This design comes from an exercise in tuning for small area on the open sky130 flow, not from production work.
Function was checked by simulation only, so behaviour that the tests miss may differ from the original.
Power figures rest on the tool's default switching activity, not on a simulated workload.

`design/flow/flow/run.sh`:
```
#!/bin/bash
# Layout flow: the standard synthesis, then the combinational logic of the
# synthesized netlist is mapped again with a stronger ABC script (registers
# are kept as they are), then the standard layout steps.
set -euo pipefail
W=$PWD
FD=$W/flow
R=$W/orfs/results/$FLOW_PLATFORM/lcd_top/base
LIB=$FLOW_HOME/platforms/$FLOW_PLATFORM/lib/sky130_fd_sc_hd__tt_025C_1v80.lib
YOSYS=$FLOW_HOME/../tools/install/yosys/bin/yosys
[ -x "$YOSYS" ] || YOSYS=yosys

# 1. standard synthesis
bash standard.sh synth > $W/flow_synth.log 2>&1

# 2. remap the combinational logic
cp $R/1_2_yosys.v $W/synth_standard.v
SEQ=$(grep -o "sky130_fd_sc_hd__[a-z0-9_]*" $W/synth_standard.v | sort -u | grep -E "__(df|edf|sdf|dl|conb)" | tr '\n' ' ')
sed "s#@LIB@#$LIB#g; s#@SEQ@#$SEQ#g; s#@IN@#$W/synth_standard.v#g; s#@OUT@#$W/synth_remapped.v#g; s#@ABC@#$FD/remap.abc#g" \
  $FD/remap.ys > $W/remap.ys
ok=0
if $YOSYS -s $W/remap.ys > $W/yosys_remap.log 2>&1; then
  sed "s#@LIB@#$LIB#g; s#@GOLD@#$W/synth_standard.v#g; s#@GATE@#$W/synth_remapped.v#g" $FD/equiv.ys > $W/equiv.ys
  if $YOSYS -s $W/equiv.ys > $W/yosys_equiv.log 2>&1; then ok=1; fi
fi
if [ $ok = 1 ]; then
  cp $W/synth_remapped.v $R/1_2_yosys.v
  rm -f $R/1_synth.odb $R/1_synth.sdc
  echo "remapped netlist in use" > $W/remap_status.txt
else
  echo "remap failed; standard netlist in use" > $W/remap_status.txt
fi

# 3. standard layout steps
bash standard.sh "BUFFER_PORTS_ARGS=-buffer_cell sky130_fd_sc_hd__buf_1" \
  "CTS_ARGS=$(cat $FD/cts_args.txt)" finish > $W/flow_layout.log 2>&1
```
`design/flow/flow/cts_args.txt`:
```
-sink_clustering_enable -repair_clock_nets -dont_use_dummy_load -sink_clustering_size 18 -sink_clustering_max_diameter 90 -buf_list sky130_fd_sc_hd__clkbuf_8
```
`design/flow/flow/equiv.ys`:
```
read_liberty -ignore_miss_func @LIB@
read_verilog -sv @GOLD@
rename lcd_top gold
read_verilog -sv @GATE@
rename lcd_top gate
flatten gold gate
opt_clean
async2sync
equiv_make gold gate eq
hierarchy -top eq
equiv_simple -seq 2
equiv_induct
equiv_status -assert
```
`design/flow/flow/remap.abc`:
```
strash; &get -n; &deepsyn -T 20; &put; dch -f; amap; strash; dch -f; amap; topo
```
`design/flow/flow/remap.ys`:
```
read_liberty -ignore_miss_func @LIB@
blackbox @SEQ@
read_verilog -sv @IN@
hierarchy -top lcd_top
flatten
opt_clean
abc -liberty @LIB@ -dont_use *lpflow* -dont_use *probe* -script @ABC@
opt_clean -purge
stat -liberty @LIB@
write_verilog -noattr -noexpr -nohex -nodec @OUT@
```
`design/flow/standard.sh`:
```
#!/bin/bash
# synth_recipe.tcl (not shown) runs the flow's synth.tcl, then flattens the netlist and writes it again
# the make line also repeats each setting of config.mk as NAME=value (left out here)
make -C /OpenROAD-flow-scripts/flow DESIGN_CONFIG=/design/flow/config.mk WORK_HOME=/design/flow/orfs CLKGATE_MAP_FILE= SYNTH_SCRIPT=/design/flow/synth_recipe.tcl "${@:-finish}"
```
`design/flow/config.mk`:
```
export PLATFORM = sky130hd
export DESIGN_NAME = lcd_top
export DESIGN_NICKNAME = lcd_top
export VERILOG_FILES = /design/flow/design.v
export SDC_FILE = /design/flow/constraint.sdc
export NUM_CORES = 4
export LEC_CHECK = 0
export ABC_AREA = 1
export CAP_MARGIN = 0
export CORE_MARGIN = 2
export CORE_UTILIZATION = 60
export SLEW_MARGIN = 0
```
`design/flow/constraint.sdc`:
```
create_clock -name core_clock -period 20.0 [get_ports {clk}]
set_input_delay 4.0000 -clock core_clock [delete_from_list [all_inputs] [get_ports {clk}]]
set_output_delay 4.0000 -clock core_clock [all_outputs]
set_load 0.01 [all_outputs]
```
`design/flow/design.v`:
```
`timescale 1ns / 1ps
module lcd_controller(
    input clk,
    input rst,
    input en,
    input [6:0] code,
    output reg [7:4] DB,
    output reg LCD_E,
    output reg LCD_RS,
    output LCD_RW,
    output reg busy
    );
  assign LCD_RW = 1'b0;
  wire wr;
  wire rd;
  reg [216:0] ring;
  wire [6:0] rlast = ring[216:210];
  reg [4:0] eh, et;
  wire rempty = (eh == et);
  reg [13:0] pend;
  reg [1:0] pq;
  reg dup;
  wire [6:0] pend_old = (pq == 2'd2) ? pend[13:7] : pend[6:0];
  reg [6:0] bc;
  reg bv;        
  reg bcmd;      
  wire [4:0] rdiff = eh - et;
  wire [4:0] rcount = (eh >= et) ? rdiff : rdiff - 5'd1;    
  wire empty = rempty && !bv && (pq == 2'd0) && !dup;
  wire full = ((rcount + {4'b0, bv} + {3'b0, pq} + {4'b0, dup}) == 5'd31);
  assign wr = en && !full;
  wire bc_busy;
  wire bsp91 = !bc[6] && bc[5] && !bc[4] && bc[0];           
  wire bspD0 = bc[6] && !bc[5] && (bc[4:0] == 5'd0);         
  wire bc_cmd = (!bc[6] && !bc[5]) || bsp91 || bspD0;
  wire fetch_ok = !bc_busy && !bv;
  wire s_valid = (pq != 2'd0) || dup || wr;
  wire [6:0] s_val = (pq != 2'd0) ? pend_old : dup ? pend[13:7] : code;
  wire f_ring = fetch_ok && !rempty && (eh == 5'd0);
  wire f_src = fetch_ok && rempty && s_valid;
  wire ins = s_valid && !f_src && (et == 5'd0) && (rcount != 5'd30);
  wire s_taken = f_src || ins;
  wire pop = s_taken && (pq != 2'd0);
  wire undup = s_taken && (pq == 2'd0) && dup;
  wire push = wr && !(s_taken && (pq == 2'd0) && !dup);
  wire set_dup = push && (pq == 2'd2) && !pop;
  always @ (posedge clk)
    ring <= {ring[209:0], ins ? s_val : rlast};
  always @ (posedge clk, posedge rst)
    if (rst) begin
      eh <= 5'd0;
      et <= 5'd0;
      pq <= 2'd0;
      dup <= 1'b0;
      bv <= 1'b0;
      bcmd <= 1'b0;
    end
    else begin
      if (!(ins || rempty)) et <= (et == 5'd30) ? 5'd0 : et + 5'd1;
      if (!(f_ring || (rempty && !ins))) eh <= (eh == 5'd30) ? 5'd0 : eh + 5'd1;
      if (set_dup) dup <= 1'b1;
      else if (undup) dup <= 1'b0;
      if (!set_dup) pq <= pq - {1'b0, pop} + {1'b0, push};
      bv <= (bv && !rd) || f_ring || f_src;
      if (rd) bcmd <= bc_cmd;
    end
  always @ (posedge clk)
    if (push && !set_dup)
      pend <= {pend[6:0], code};
  always @ (posedge clk)
    if (f_ring)
      bc <= rlast;
    else if (f_src)
      bc <= s_val;
  wire [3:0] bdhi = (!bc[6] && !bc[5]) ? {1'b1, bc[4], 2'b00} :
                    bsp91 ? 4'b1001 :
                    bspD0 ? 4'b1101 :
                    {1'b0, bc[6:4]};
  localparam P_IDLE     = 5'd0;
  localparam P_15MS     = 5'd1;
  localparam P_ONE      = 5'd2;
  localparam P_TWO      = 5'd3;
  localparam P_THREE    = 5'd4;
  localparam P_FOUR     = 5'd5;
  localparam P_FIVE     = 5'd6;
  localparam P_SIX      = 5'd7;
  localparam P_SEVEN    = 5'd8;
  localparam P_EIGHT    = 5'd9;
  localparam P_PDONE    = 5'd10;
  localparam P_ONESEC   = 5'd11;
  localparam P_DONEINIT = 5'd12;
  localparam P_NIDLE    = 5'd13;
  localparam P_NREAD    = 5'd15;
  localparam P_FUNCSET  = 5'd16;
  localparam P_ENTRY    = 5'd17;
  localparam P_DISPLAY  = 5'd18;
  localparam P_CLEAR    = 5'd19;
  localparam P_ADDR     = 5'd20;
  localparam P_CHL      = 5'd21;
  localparam P_CHC      = 5'd22;
  localparam P_CHD1     = 5'd23;
  localparam P_CHSP     = 5'd24;
  localparam P_CHR      = 5'd25;
  localparam P_CHE      = 5'd26;
  localparam P_CHA      = 5'd27;
  localparam P_CHD2     = 5'd28;
  localparam P_CHY      = 5'd29;
  localparam P_CLRRDY   = 5'd30;
  localparam P_NWRITE   = 5'd31;
  localparam T_INIT  = 4'b0000;
  localparam T_HS    = 4'b0001;
  localparam T_HH    = 4'b0011;
  localparam T_ONEUS = 4'b0010;
  localparam T_LS    = 4'b0101;
  localparam T_LH    = 4'b0111;
  localparam T_40US  = 4'b0110;
  localparam T_CHP   = 4'b0100;
  localparam T_DONE  = 4'b1000;
  reg [4:0] P;
  reg [3:0] T;
  reg [19:0] cnt;
  wire c1      = ((cnt & 20'h00001) == 20'h00001);    
  wire c11     = ((cnt & 20'h00400) == 20'h00400);    
  wire c49     = ((cnt & 20'h09300) == 20'h08100);    
  wire c1999   = ((cnt & 20'h1F8A0) == 20'h0B820);    
  wire c4999   = ((cnt & 20'h320BE) == 20'h0002A);    
  wire c81999  = ((cnt & 20'h9F3F7) == 20'h82170);    
  wire c204999 = ((cnt & 20'hFDF3F) == 20'hB8D15);    
  wire c499999 = ((cnt & 20'hFFEDF) == 20'h5928A);    
  wire c749999 = ((cnt & 20'hDFFFF) == 20'h15248);    
  reg pterm;
  always @ (*)
    case (P)
      P_15MS: pterm = c749999;
      P_ONE, P_THREE, P_FIVE, P_SEVEN: pterm = c11;
      P_TWO: pterm = c204999;
      P_FOUR: pterm = c4999;
      P_SIX, P_EIGHT: pterm = c1999;
      P_ONESEC: pterm = c499999;
      default: pterm = 1'b0;
    endcase
  reg tterm;
  always @ (*)
    case (T)
      T_HS, T_LS: tterm = c1;
      T_HH, T_LH: tterm = c11;
      T_ONEUS: tterm = c49;
      T_40US: tterm = c1999;
      T_CHP: tterm = c81999;
      default: tterm = 1'b0;
    endcase
  wire pcount = ((P >= P_15MS) && (P <= P_EIGHT)) || (P == P_ONESEC);
  wire tcount = (T[2:0] != 3'b000);
  always @ (posedge clk)
    if (!rst && ((pcount && !pterm) || (tcount && !tterm)))
      cnt <= {cnt[18:0], ~(cnt[19] ^ cnt[16])};
    else
      cnt <= 0;
  wire tdone = T[3];
  wire tx_init = P[4] || (P == P_NREAD);
  wire clear_home = (P == P_CLEAR) || (P == P_CLRRDY);
  always @ (posedge clk, posedge rst)
    if (rst)
      T <= T_INIT;
    else
      case (T)
        T_INIT: if (tx_init) T <= T_HS;
        T_HS: if (tterm) T <= T_HH;
        T_HH: if (tterm) T <= T_ONEUS;
        T_ONEUS: if (tterm) T <= T_LS;
        T_LS: if (tterm) T <= T_LH;
        T_LH: if (tterm) T <= T_40US;
        T_40US: if (tterm) T <= clear_home ? T_CHP : T_DONE;
        T_CHP: if (tterm) T <= T_DONE;
        default: T <= T_INIT;
      endcase
  assign rd = (P == P_NREAD);
  assign bc_busy = (P == P_NREAD) ||
    ((P == P_NWRITE) && ((T == T_HS) || (T == T_HH) || (T == T_ONEUS) || (T == T_LS) || (T == T_LH)));
  always @ (posedge clk, posedge rst)
    if (rst)
      P <= P_IDLE;
    else
      case (P)
        P_IDLE: P <= P_15MS;
        P_15MS, P_ONE, P_TWO, P_THREE, P_FOUR, P_FIVE, P_SIX, P_SEVEN, P_EIGHT:
          if (pterm) P <= P + 5'd1;
        P_PDONE: P <= P_FUNCSET;
        P_CHY: if (tdone) P <= P_ONESEC;
        P_ONESEC: if (pterm) P <= P_CLRRDY;
        P_CLRRDY: if (tdone) P <= P_DONEINIT;
        P_DONEINIT: P <= P_NIDLE;
        P_NIDLE: if (!empty) P <= P_NREAD;
        P_NREAD: P <= P_NWRITE;
        P_NWRITE: if (tdone) P <= P_NIDLE;
        default: if (tdone) P <= P + 5'd1;    
      endcase
  reg [7:0] data_init;
  always @ (*)
    case (P)
      P_FUNCSET: data_init = 8'h28;
      P_ENTRY: data_init = 8'h06;
      P_DISPLAY: data_init = 8'h0D;
      P_CLEAR, P_CLRRDY: data_init = 8'h01;
      P_ADDR: data_init = 8'h80;
      P_CHL: data_init = 8'h4C;
      P_CHC: data_init = 8'h43;
      P_CHD1: data_init = 8'h44;
      P_CHSP: data_init = 8'h20;
      P_CHR: data_init = 8'h72;
      P_CHE: data_init = 8'h65;
      P_CHA: data_init = 8'h61;
      P_CHD2: data_init = 8'h64;
      P_CHY: data_init = 8'h79;
      default: data_init = 8'h00;
    endcase
  wire normal = (P == P_NIDLE) || (P == P_NREAD) || (P == P_NWRITE);
  wire [3:0] nib_hi = normal ? bdhi : data_init[7:4];
  wire [3:0] nib_lo = normal ? bc[3:0] : data_init[3:0];
  always @ (*) begin
    if ((P == P_ONE) || (P == P_THREE) || (P == P_FIVE))
      DB = 4'h3;
    else if (P == P_SEVEN)
      DB = 4'h2;
    else if ((T == T_HS) || (T == T_HH))
      DB = nib_hi;
    else if ((T == T_LS) || (T == T_LH))
      DB = nib_lo;
    else
      DB = 4'h0;
  end
  always @ (*)
    LCD_E = (P == P_ONE) || (P == P_THREE) || (P == P_FIVE) || (P == P_SEVEN) ||
            (T == T_HH) || (T == T_LH);
  always @ (*)
    LCD_RS = ((P >= P_CHL) && (P <= P_CHY)) ||
             (((P == P_NREAD) || (P == P_NWRITE)) && !bcmd);
  always @ (*)
    busy = (P != P_DONEINIT) && (!normal || full);
endmodule
`timescale 1ns / 1ps
module snaptest(
  input clk,
  input rst,
  input busy,
  input PS2_CLK,
  input PS2_DATA,
  output reg en,
  output [6:0] entry,
  output reg [7:0] LED
  );
  reg ncv, ndv;           
  reg [2:0] ncr, ndr;     
  reg nps2cf, nps2df;     
  wire ps2cf = !nps2cf;
  wire ps2df = !nps2df;
  always @ (posedge clk, posedge rst)
    if (rst) begin
      ncv <= 1'b0;
      ncr <= 3'd0;
      nps2cf <= 1'b0;
    end
    else begin
      if (ncr == 3'd0) nps2cf <= ncv;
      if (PS2_CLK == ncv) ncr <= 3'd7;
      else if (ncr != 3'd0) ncr <= ncr - 3'd1;
      ncv <= !PS2_CLK;
    end
  always @ (posedge clk, posedge rst)
    if (rst) begin
      ndv <= 1'b0;
      ndr <= 3'd0;
      nps2df <= 1'b0;
    end
    else begin
      if (ndr == 3'd0) nps2df <= ndv;
      if (PS2_DATA == ndv) ndr <= 3'd7;
      else if (ndr != 3'd0) ndr <= ndr - 3'd1;
      ndv <= !PS2_DATA;
    end
  localparam IDLE      = 5'd0;
  localparam WTCLKLO1  = 5'd4;
  localparam SHIFT1_IN = 5'd5;
  localparam WTCLKHI1  = 5'd6;
  localparam GETKEY1   = 5'd7;
  localparam WTCLKLO2  = 5'd8;
  localparam SHIFT2_IN = 5'd9;
  localparam WTCLKHI2  = 5'd10;
  localparam GETKEY2   = 5'd11;
  localparam WTCLKLO3  = 5'd12;
  localparam SHIFT3_IN = 5'd13;
  localparam WTCLKHI3  = 5'd14;
  localparam GETKEY3   = 5'd15;
  localparam WTCLKLO2A = 5'd24;    
  localparam BREAKEY   = 5'd16;
  localparam SENDDATA  = 5'd17;
  localparam SENDASCII = 5'd18;
  localparam SENDBACKSPACE = 5'd19;
  localparam SENDARROWKEY  = 5'd20;
  localparam SENDCAPSLOCK  = 5'd21;
  reg [4:0] state;
  reg [3:0] bit_count;
  reg [7:0] sh;
  reg kv3_58;    
  always @ (posedge clk, posedge rst)
    if (rst)
      state <= IDLE;
    else
      case (state)
        IDLE:
          if (!ps2df) state <= WTCLKLO1;
        WTCLKLO1:
          if (!ps2cf) state <= SHIFT1_IN;
          else if (bit_count == 4'd11) state <= GETKEY1;
        SHIFT1_IN: state <= WTCLKHI1;
        WTCLKHI1:
          if (ps2cf) state <= WTCLKLO1;
        GETKEY1: state <= WTCLKLO2A;
        WTCLKLO2A, WTCLKLO2:
          if (!ps2cf) state <= SHIFT2_IN;
          else if (bit_count == 4'd11) state <= GETKEY2;
          else state <= WTCLKLO2;
        SHIFT2_IN: state <= WTCLKHI2;
        WTCLKHI2:
          if (ps2cf) state <= WTCLKLO2;
        GETKEY2: state <= BREAKEY;
        BREAKEY:
          if (sh == 8'hF0)
            state <= WTCLKLO3;
          else if (LED == 8'hE0)
            state <= WTCLKLO1;
          else if ((LED == 8'hF0) && ((sh == 8'h12) || (sh == 8'h59)))
            state <= IDLE;
          else
            state <= WTCLKLO2;
        WTCLKLO3:
          if (!ps2cf) state <= SHIFT3_IN;
          else if (bit_count == 4'd11) state <= GETKEY3;
        SHIFT3_IN: state <= WTCLKHI3;
        WTCLKHI3:
          if (ps2cf) state <= WTCLKLO3;
        GETKEY3: state <= SENDDATA;
        SENDDATA:
          case (sh)
            8'h66: state <= SENDBACKSPACE;
            8'h75, 8'h6B, 8'h72, 8'h74: state <= SENDARROWKEY;
            8'h12, 8'h59: state <= IDLE;
            8'h58: state <= SENDCAPSLOCK;
            default: state <= SENDASCII;
          endcase
        SENDASCII:
          if (LED == 8'h12) state <= WTCLKLO2;
          else state <= IDLE;
        default: state <= IDLE;
      endcase
  wire hi_st = (state == WTCLKHI1) || (state == WTCLKHI2) || (state == WTCLKHI3);
  wire get_st = (state == GETKEY1) || (state == GETKEY2) || (state == GETKEY3);
  wire shift_st = (state == SHIFT1_IN) || (state == SHIFT2_IN) || (state == SHIFT3_IN);
  always @ (posedge clk)
    if (rst || get_st)
      bit_count <= 0;
    else if (hi_st && ps2cf)
      bit_count <= bit_count + 4'd1;
  always @ (posedge clk)
    if (shift_st && (bit_count != 4'd0) && (bit_count <= 4'd8))
      sh <= {ps2df, sh[7:1]};
  always @ (posedge clk, posedge rst)
    if (rst)
      LED <= 0;
    else if (state == WTCLKLO2A)
      LED <= sh;
  always @ (posedge clk, posedge rst)
    if (rst)
      kv3_58 <= 1'b0;
    else if (state == GETKEY3)
      kv3_58 <= (sh == 8'h58);
  reg caps;    
  always @ (posedge clk, posedge rst)
    if (rst)
      caps <= 1'b0;
    else if (state == SENDCAPSLOCK)
      caps <= ~caps;
  wire shift_held = (LED == 8'h12) || (LED == 8'h59);
  wire upper = caps ^ shift_held;
  reg [4:0] letter;
  reg [6:0] ascii_next;
  always @ (*) begin
    letter = 5'd0;
    case (sh)
      8'h1C: letter = 5'd1;
      8'h32: letter = 5'd2;
      8'h21: letter = 5'd3;
      8'h23: letter = 5'd4;
      8'h24: letter = 5'd5;
      8'h2B: letter = 5'd6;
      8'h34: letter = 5'd7;
      8'h33: letter = 5'd8;
      8'h43: letter = 5'd9;
      8'h3B: letter = 5'd10;
      8'h42: letter = 5'd11;
      8'h4B: letter = 5'd12;
      8'h3A: letter = 5'd13;
      8'h31: letter = 5'd14;
      8'h44: letter = 5'd15;
      8'h4D: letter = 5'd16;
      8'h15: letter = 5'd17;
      8'h2D: letter = 5'd18;
      8'h1B: letter = 5'd19;
      8'h2C: letter = 5'd20;
      8'h3C: letter = 5'd21;
      8'h2A: letter = 5'd22;
      8'h1D: letter = 5'd23;
      8'h22: letter = 5'd24;
      8'h35: letter = 5'd25;
      8'h1A: letter = 5'd26;
      default: letter = 5'd0;
    endcase
    case (sh)
      8'h45, 8'h70: ascii_next = 7'h30;
      8'h16, 8'h69: ascii_next = 7'h31;
      8'h1E, 8'h72: ascii_next = 7'h32;
      8'h26, 8'h7A: ascii_next = 7'h33;
      8'h25, 8'h6B: ascii_next = 7'h34;
      8'h2E, 8'h73: ascii_next = 7'h35;
      8'h36, 8'h74: ascii_next = 7'h36;
      8'h3D, 8'h6C: ascii_next = 7'h37;
      8'h3E, 8'h75: ascii_next = 7'h38;
      8'h46, 8'h7D: ascii_next = 7'h39;
      8'h29: ascii_next = 7'h20;
      default:
        if (letter != 5'd0) ascii_next = {1'b1, ~upper, letter};
        else ascii_next = 7'h41;
    endcase
  end
  localparam S_IDLE      = 4'd0;
  localparam S_2         = 4'd1;
  localparam S_ASCII     = 4'd2;
  localparam S_WRASCII1  = 4'd3;
  localparam S_WRASCII2  = 4'd4;
  localparam S_WRASCII3  = 4'd5;
  localparam S_CNT16     = 4'd6;
  localparam S_CNT32     = 4'd7;
  localparam S_BACKSPACE = 4'd8;
  localparam S_MOVEA     = 4'd9;     
  localparam S_WRSPACE   = 4'd10;
  localparam S_MOVEB     = 4'd11;    
  localparam S_ARROWKEY  = 4'd12;
  localparam S_ARWUPDOWN = 4'd13;
  localparam S_ARWLEFT   = 4'd14;
  localparam S_ARWRIGHT  = 4'd15;
  reg [3:0] dstate;
  reg [6:0] code;
  reg [5:0] char_count;
  always @ (posedge clk, posedge rst)
    if (rst)
      dstate <= S_IDLE;
    else
      case (dstate)
        S_IDLE:
          if (!kv3_58) begin
            if (char_count == 6'd32)
              dstate <= S_CNT32;
            else if (!busy && (state == SENDDATA))
              dstate <= S_2;
          end
        S_2:
          if (state == SENDBACKSPACE)
            dstate <= S_BACKSPACE;
          else if (state == SENDASCII)
            dstate <= S_ASCII;
          else if (state == SENDARROWKEY)
            dstate <= S_ARROWKEY;
        S_ASCII:
          if (char_count == 6'd16)
            dstate <= S_CNT16;
          else
            dstate <= S_WRASCII1;
        S_WRASCII1: dstate <= S_WRASCII2;
        S_WRASCII2:
          if (!busy) dstate <= S_WRASCII3;
        S_WRASCII3: dstate <= S_IDLE;
        S_CNT16: dstate <= S_WRASCII1;
        S_CNT32: dstate <= S_IDLE;
        S_BACKSPACE: dstate <= S_MOVEA;
        S_MOVEA: dstate <= S_WRSPACE;
        S_WRSPACE: dstate <= S_MOVEB;
        S_MOVEB: dstate <= S_IDLE;
        S_ARROWKEY:
          case (sh[1:0])
            2'b01, 2'b10: dstate <= S_ARWUPDOWN;
            2'b11: dstate <= S_ARWLEFT;
            default: dstate <= S_ARWRIGHT;
          endcase
        default: dstate <= S_IDLE;
      endcase
  wire [4:0] cc_dec = char_count[4:0] - 5'd1;
  wire [4:0] cc_inc = char_count[4:0] + 5'd1;
  wire cc_16 = (char_count == 6'd16);
  always @ (posedge clk)
    case (dstate)
      S_CNT32: code <= 7'h00;
      S_MOVEA, S_MOVEB, S_ARWLEFT: code <= {2'b00, cc_dec};
      S_WRSPACE: code <= 7'h20;
      S_ARWUPDOWN:
        if (cc_16) code <= 7'h40;
        else code <= {2'b00, ~char_count[4], char_count[3:0]};
      S_ARWRIGHT:
        if (cc_16) code <= 7'h21;
        else code <= {2'b00, cc_inc};
      S_WRASCII3, S_CNT16: ;
      default:
        if (state == SENDASCII) code <= ascii_next;
    endcase
  assign entry = (dstate == S_WRASCII1) ? 7'h10 : code;
  always @ (posedge clk)
    if (rst)
      en <= 0;
    else
      case (dstate)
        S_WRASCII3, S_CNT16, S_CNT32, S_MOVEA, S_WRSPACE, S_MOVEB,
        S_ARWUPDOWN, S_ARWLEFT, S_ARWRIGHT:
          en <= 1'b1;
        default:
          en <= 1'b0;
      endcase
  always @ (posedge clk, posedge rst)
    if (rst)
      char_count <= 0;
    else
      case (dstate)
        S_WRASCII3: char_count <= char_count + 6'd1;
        S_CNT32: char_count <= 0;
        S_MOVEB, S_ARWLEFT: char_count <= {1'b0, cc_dec};
        S_ARWUPDOWN:
          if (cc_16) char_count <= 6'd32;
          else char_count <= {1'b0, ~char_count[4], char_count[3:0]};
        S_ARWRIGHT: char_count <= {1'b0, cc_inc};
        default: ;
      endcase
endmodule
`timescale 1ns / 1ps
module lcd_top(
  input clk,
  input rst,
  input PS2_CLK,
  input PS2_DATA,
  output [7:4] DB,
  output LCD_E,
  output LCD_RS,
  output LCD_RW,
  output [7:0] LED
  );
  wire busy;
  wire en;
  wire [6:0] code;
  snaptest LD1 (
    .clk(clk),
    .rst(rst),
    .busy(busy),
    .PS2_CLK(PS2_CLK),
    .PS2_DATA(PS2_DATA),
    .en(en),
    .entry(code),
    .LED(LED)
    );
  lcd_controller LC1 (
    .clk(clk),
    .rst(rst),
    .en(en),
    .code(code),
    .DB(DB),
    .LCD_E(LCD_E),
    .LCD_RS(LCD_RS),
    .LCD_RW(LCD_RW),
    .busy(busy)
    );
endmodule
```
==> summary.md, run 1 <==
| Metric | Value |
|---|---|
| Status | `no timing/DRC/antenna violations` |
| Tcrit/Tclk final | `37.14%` |
| Critical Path Fanout Max | `9` |
| Initial Utilization | `60.60%` |
| DR pass1 iterations | `7` |
| IO Count | `19` |
| R2R Setup Slk | `15,000 ps` |
| MaxCap Viol Count | `0` |
| RSZ-0062 raised after global routing | `false` |
| Antenna Nets Post-Route | `0` |
| Fin cells | `1,371` |
| N_diodes | `0` |
| IO buf count | `17` |
| Setup_tns | `0 ps` |
| WL/cell | `15.86 um` |
| Crit path to | `DB[7]` |
| Tot GR Track Use | `22.14%` |
| Vias | `7,842` |
| Syn Inst Count | `1,094` |
| Final wirelength | `21.74 mm` |
| Synth Warn # | `2` |
| Clock Sinks | `342` |
| Leak pwr | `0.004370 uW` |
| CP required | `16,000 ps` |
| Post-synthesis instance area | `0.01122 mm2` |
| Clk latency of the worst-skew pair | `540 ps` |
| Number of remaining DRC errors | `0` |
| Iter 0 DRT Violations | `510` |
| Max frequency | `0.1346 GHz` |
| Core footprint | `0.01852 mm2` |
| Vias per cell | `5.720` |
| Capture point of the worst reg-to-reg path | `LC1.ring[5]` |
| Die Ht | `140.8 um` |
| Routability Congestion | `0.9358` |
| Die area | `0.01981 mm2` |
| Critical path class | `flip-flop to output pin` |
| Num CTS Buffers | `22` |
| Post CTS Setup Buffer Count | `0` |
| PD cells | `92.26 mW/mm2` |
| Placed Cells incl. Taps | `1,349` |
| Layout area overhead | `6.143%` |
| Chip width | `140.8 um` |
| Hold_buf cts | `0` |
| Initial antenna violation count | `1` |
| Setup crit start | `LC1.P[3]` |
| Row cnt | `50` |
| FF-to-FF path depth | `14` |
| CTS tree | `done` |
| Clk_skew | `27.68 ps` |
| Post-DP HPWL | `15.38 mm` |
| Final setup violation count | `0` |
| First-pass GRT wire length | `35.92 mm` |
| CTS HTree Levels | `1` |
| Mean Syn Cell Area | `10.26 um2` |
| Post-CTS Resized | `0` |
| Startpoint type of the worst setup path | `flip-flop` |
| Final Power | `1099 uW` |
| Design area | `0.01191 mm2` |
| GR Overflow Total | `0` |
| Final Util | `64.32%` |
| Placed inst area | `0.01161 mm2` |
| Share of cells above drive strength 1 | `2.375%` |
| Final nets | `1,143` |
| Worst hold path class | `flip-flop to flip-flop` |
| Largest net degree at the start of global routing | `42` |
| Slew HR | `18.11%` |
| Clock buffer depth | `3` |
| Fin. Hold Viols | `0` |
| Final min period | `7428 ps` |
| CTS Root Cell | `clkbuf_8` |
| Syn_nets | `1,098` |
| CP Capture Type | `output pin` |
| Max VDD drop | `79.45 uV` |
| RR Startpoint | `LC1.P[3]` |
| CTS clk-pin slew, worst paths | `120 ps` |
| Crit path DAT | `3430 ps` |
| Fin. max-slew vios | `0` |
| Number of global-route vias before repair | `7,461` |
| Worst-margin pin slew | `1218 ps` |
==> per-layer routing <==
layer / vias to the layer above / GRT usage (%) / routed length, um
met5: - / 0 / 0
met4: 0 / 8.158 / 782
met3: 52 / 3.668 / 1183
met2: 255 / 36.48 / 10010
met1: 3646 / 29.86 / 9770
li1: 3889 / - / -
==> area by class of cell <==
class | count | area, um2
Timing Repair Buffer | 21 | 93.84
Clock buffer | 22 | 302.8
Sequential cell | 342 | 7502
Inverter | 143 | 536.8
Tap cell | 234 | 292.8
Fill cell | 1507 | 6606
Multi-Input combinational cell | 609 | 3183
==> power by group <==
part           switching [uW]  total, uW  internal [uW]
Sequential               18.9        731            712
Clock                     188        287           99.5
Combinational            52.5       80.6           28.1
Total                     259       1100            840
==> worst max-delay path, stage by stage (launching register included) <==
cell and delay (ps):
dfrtp_1 530, clkinv_1 200, nor2_1 400, clkinv_1 240
nor2_1 220, clkinv_1 180, nor2_1 250, clkinv_1 160
nor2_1 140, a211oi_1 70, a2111oi_0 300, buf_1 190
==> through the flow <==
step | hold slack [ps] | worst slack, ps
6_report | 322.5 | 12570
5_1_grt | 333.8 | 12230
4_1_cts | 330.9 | 12630
3_5_place_dp | 312.1 | 13270
3_3_place_gp | 309.9 | 13300
2_1_floorplan | 309.6 | 13240
==> registers in the layout, summed over array words and instances (netlist names), 2 cells and up, named ones only <==
signal / flops
LC1.cnt: 20
LD1.state: 5
LD1.ncr: 3
LC1.T: 4
LC1.bc: 7
LC1.et: 5
LC1.ring: 217
LD1.ndr: 3
LD1.code: 7
LC1.pend: 14
LD1.bit_count: 4
LC1.eh: 5
LD1.LED: 8
LC1.P: 5
LD1.sh: 8
LD1.char_count: 6
LD1.dstate: 4
LC1.pq: 2
==> worst min-delay path by stage <==
stage	from	end	slack, ps	depth (start not counted)
detailed placement	LC1.ring[199]	LC1.ring[206]	310	0
finish	LC1.ring[13]	LC1.ring[20]	320	0
global placement	LC1.ring[119]	LC1.ring[126]	310	0
CTS	LC1.ring[183]	LC1.ring[190]	330	0
global route	LC1.ring[86]	LC1.ring[93]	330	0
floorplan	LC1.ring[93]	LC1.ring[100]	310	0
==> layout by cell type (no fill, tap or decap), types with 8 or more instances in the layout <==
cell,n
dfrtp_1,59
nand3_1,25
a222oi_1,9
nor2b_1,12
clkbuf_8,22
o32ai_1,8
dfxtp_1,247
nand2_1,55
edfxtp_1,36
a31oi_1,10
clkinv_1,142
nor3_1,49
buf_1,17
o21ai_0,57
nand4_1,13
o22ai_1,47
a21oi_1,49
nor2_1,182
nor4_1,8
==> run 2: changes to the inputs <==
--- a/design/flow/config.mk
+++ b/design/flow/config.mk
@@ -10,3 +10,3 @@
 export CORE_MARGIN = 2
-export CORE_UTILIZATION = 60
+export CORE_UTILIZATION = 70
 export SLEW_MARGIN = 0
==> run 2 against run 1 <==
Net effect: via count grew 1.4%; critical path depth did not move; first-iteration DRC count up 67%; still clean on timing, DRC and antenna; synthesized cell count did not move; largest cell class unchanged; maximum frequency increased by 1.5%; sequential power about the same; global-route usage up 4.5 points.
==> summary.md, run 2 <==
| Metric | Value |
|---|---|
| Status | `no timing/DRC/antenna violations (unchanged)` |
| CTS HTree Levels | `1 (unchanged)` |
| Crit path DAT | `3320 ps (was 3430 ps)` |
| Mean Syn Cell Area | `10.26 um2 (unchanged)` |
| Worst-margin pin slew | `1087 ps (was 1218 ps)` |
| Met1 Use GR | `35.76% (was 29.86%)` |
| Tot GR Track Use | `26.60% (was 22.14%)` |
| Number of global-route vias before repair | `7,601 (was 7,461)` |
| Die area | `0.01706 mm2 (was 0.01981 mm2)` |
| Tcrit/Tclk final | `36.59% (was 37.14%)` |
| Share of cells above drive strength 1 | `2.289% (was 2.375%)` |
| Most frequent cells in the layout | `dfxtp_1, nor2_1, clkinv_1, dfrtp_1, o21ai_0 (unchanged)` |
| Seq pwr share | `66.4% (was 66.5%)` |
| Largest net degree at the start of global routing | `62 (was 42)` |
| Post-CTS Resized | `0 (unchanged)` |
| Setup_tns | `0 ps (unchanged)` |
| N_diodes | `0 (unchanged)` |
| Fin. Hold Viols | `0 (unchanged)` |
| Initial antenna violation count | `1 (unchanged)` |
| Chip width | `130.6 um (was 140.8 um)` |
| PD cells | `92.67 mW/mm2 (was 92.26 mW/mm2)` |
| Antenna Nets Post-Route | `0 (unchanged)` |
| RSZ-0062 raised after global routing | `false (unchanged)` |
| Post-DP HPWL | `15.70 mm (was 15.38 mm)` |
| Row cnt | `46 (was 50)` |
| Syn Inst Count | `1,094 (unchanged)` |
| CP required | `16,000 ps (about the same)` |
| Busiest grt layer | `met2 (unchanged)` |
| Hold_buf cts | `0 (unchanged)` |
| Clock buffer depth | `3 (unchanged)` |
| Post-synthesis instance area | `0.01122 mm2 (unchanged)` |
| Clock Sinks | `342 (unchanged)` |
| Vias per cell | `5.883 (was 5.720)` |
| Core footprint | `0.01577 mm2 (was 0.01852 mm2)` |
| Sw power | `261.5 uW (was 259.4 uW)` |
| Routability Congestion | `0.9846 (was 0.9358)` |
| Initial Utilization | `71.16% (was 60.60%)` |
| Sw frac | `23.75% (was 23.60%)` |
| CTS clk-pin slew, worst paths | `120 ps (about the same)` |
| DR pass1 iterations | `7 (unchanged)` |
| Number of remaining DRC errors | `0 (unchanged)` |
| CTS Root Cell | `clkbuf_8 (unchanged)` |
| Commonest non-fill, non-tap cell in the layout | `dfxtp_1 (unchanged)` |
| First-pass GRT wire length | `36.37 mm (was 35.92 mm)` |
| Post CTS Setup Buffer Count | `0 (unchanged)` |
| Hold_ws | `325.0 ps (was 322.5 ps)` |
| Fin. max-slew vios | `0 (unchanged)` |
| Max frequency | `0.1366 GHz (was 0.1346 GHz)` |
| Worst hold path class | `flip-flop to flip-flop (unchanged)` |
| GR Overflow Total | `0 (unchanged)` |
| WL/cell | `16.39 um (was 15.86 um)` |
| Top flop regs | `LC1.ring: 217 flops, LC1.cnt: 20 flops, LC1.pend: 14 flops (unchanged)` |
| Num CTS Buffers | `22 (unchanged)` |
| Final worst slack | `12,680 ps (was 12,570 ps)` |
| Die Ht | `130.6 um (was 140.8 um)` |
| Final min period | `7319 ps (was 7428 ps)` |
| CTS tree | `done (unchanged)` |
| Final nets | `1,142 (was 1,143)` |
| MaxCap Viol Count | `0 (unchanged)` |
| Fin cells | `1,352 (was 1,371)` |
| Slew HR | `26.91% (was 18.11%)` |
| Max reg flops | `217 (unchanged)` |
| Combinational power share | `7.4% (was 7.3%)` |
| Routing usage on met3 | `3.583% (was 3.668%)` |
| Critical Path Fanout Max | `9 (unchanged)` |
| Clk_skew | `20.78 ps (was 27.68 ps)` |
| Clock Power Share | `26.2% (about the same)` |
| Reg with most FFs | `LC1.ring (unchanged)` |
| Leak pwr | `0.004366 uW (was 0.004370 uW)` |
| Placed Cells incl. Taps | `1,330 (was 1,349)` |
| IO buf count | `17 (unchanged)` |
| Layout area overhead | `5.876% (was 6.143%)` |
| CP Capture Type | `output pin (unchanged)` |
| Critical path class | `flip-flop to output pin (unchanged)` |
| M2 GR Usage | `45.10% (was 36.48%)` |
| Final setup violation count | `0 (unchanged)` |
| Startpoint type of the worst setup path | `flip-flop (unchanged)` |
| Synth Warn # | `2 (unchanged)` |
| Iter 0 DRT Violations | `852 (was 510)` |
| Clk latency of the worst-skew pair | `530 ps (was 540 ps)` |
| Syn_nets | `1,098 (unchanged)` |
| Final wirelength | `22.16 mm (was 21.74 mm)` |
| IO Count | `19 (unchanged)` |
| Max VDD drop | `93.78 uV (was 79.45 uV)` |
| Place WS | `13,360 ps (was 13,270 ps)` |
| P_int | `839.5 uW (about the same)` |
| Vias | `7,954 (was 7,842)` |
run 2: final timing paths:
check / startpoint / to / slack (ps) / cells after the start
min in group asynchronous: rst / LC1.et[2] / 3680 / 3
min reg2reg: LC1.ring[2] / LC1.ring[9] / 330 / 0
min: LC1.ring[2] / LC1.ring[9] / 330 / 0
max reg2reg: LC1.P[3] / LC1.ring[0] / 15180 / 14
max: LC1.P[3] / DB[7] / 12680 / 11
max in group asynchronous: rst / LD1.ncr[0] / 15800 / 3
run 2: area by class of cell:
| class | count | area [um2] |
|---|---|---|
| timing repair buffer | 20 | 86.33 |
| tap | 216 | 270.3 |
| inverter | 143 | 536.8 |
| fill | 1052 | 3889 |
| sequential | 342 | 7502 |
| multi-input combinational | 609 | 3183 |
| clock buffer | 22 | 302.8 |
run 2: worst max-delay path: stages, from the launching register on:
cell and delay, ps:
dfrtp_1 530, clkinv_1 220, nor2_1 360, clkinv_1 230, nor2_1 210, clkinv_1 170, nor2_1 220, clkinv_1 120
nor2_1 120, a211oi_1 60, a2111oi_0 350, buf_1 200
run 2: routing by layer:
layer	routed length, um	vias to the layer above	share of wire (%)
li1	-	3884	-
met5	0	-	0
met2	10690	361	48
met4	680	0	3.1
met3	1404	71	6.3
met1	9387	3638	42
run 2: power groups by stage:
stage	sequential [uW]	combinational (uW)	clock [uW]
floorplan	743	57.7	0
CTS	730	80.6	294
global placement	745	77.3	0
global route	734	91.6	318
finish	731	81.9	288
detailed placement	745	79.8	0
run 2: per-stage QoR:
step | power (uW) | instance area (um2) | util, %
3_5_place_dp | 825.2 | 11580 | 73.42
2_1_floorplan | 801.1 | 11220 | -
5_1_grt | 1143 | 11880 | 75.34
6_report | 1101 | 11880 | 75.34
3_3_place_gp | 822.3 | 11580 | 73.42
4_1_cts | 1105 | 11880 | 75.34

## port drivers added, routing unchanged
The results above use ideal ports. As a check the final layouts listed here were re-extracted and re-timed, cells and wires unchanged.
Step 1 (the two cells are an assumption about what drives the block):
set clk [get_ports {clk}]
set_driving_cell -lib_cell sky130_fd_sc_hd__clkbuf_16 $clk
set_driving_cell -lib_cell sky130_fd_sc_hd__buf_2 [delete_from_list [all_inputs] $clk]
Step 2 moves the port delays by t, midway between the first and last clock arrival at a register: inputs arrive t later, outputs are due t later. That takes back most of the time a late clock gives input paths.
Three values: no drivers, after step 1, after step 2; two values: the first two.
run | shift t [ns] | setup slack, ns | hold slack, ns | worst setup path after step 2 | cell pins on the clock port's net
run 1 | 0.569 | 12.572 / 12.533 / 13.102 | 0.323 / 0.323 / 0.323 | register to output | 1
run 2 | 0.564 | 12.681 / 12.640 / 13.204 | 0.325 / 0.325 / 0.325 | register to output | 1
After both steps every run listed still meets setup and hold.
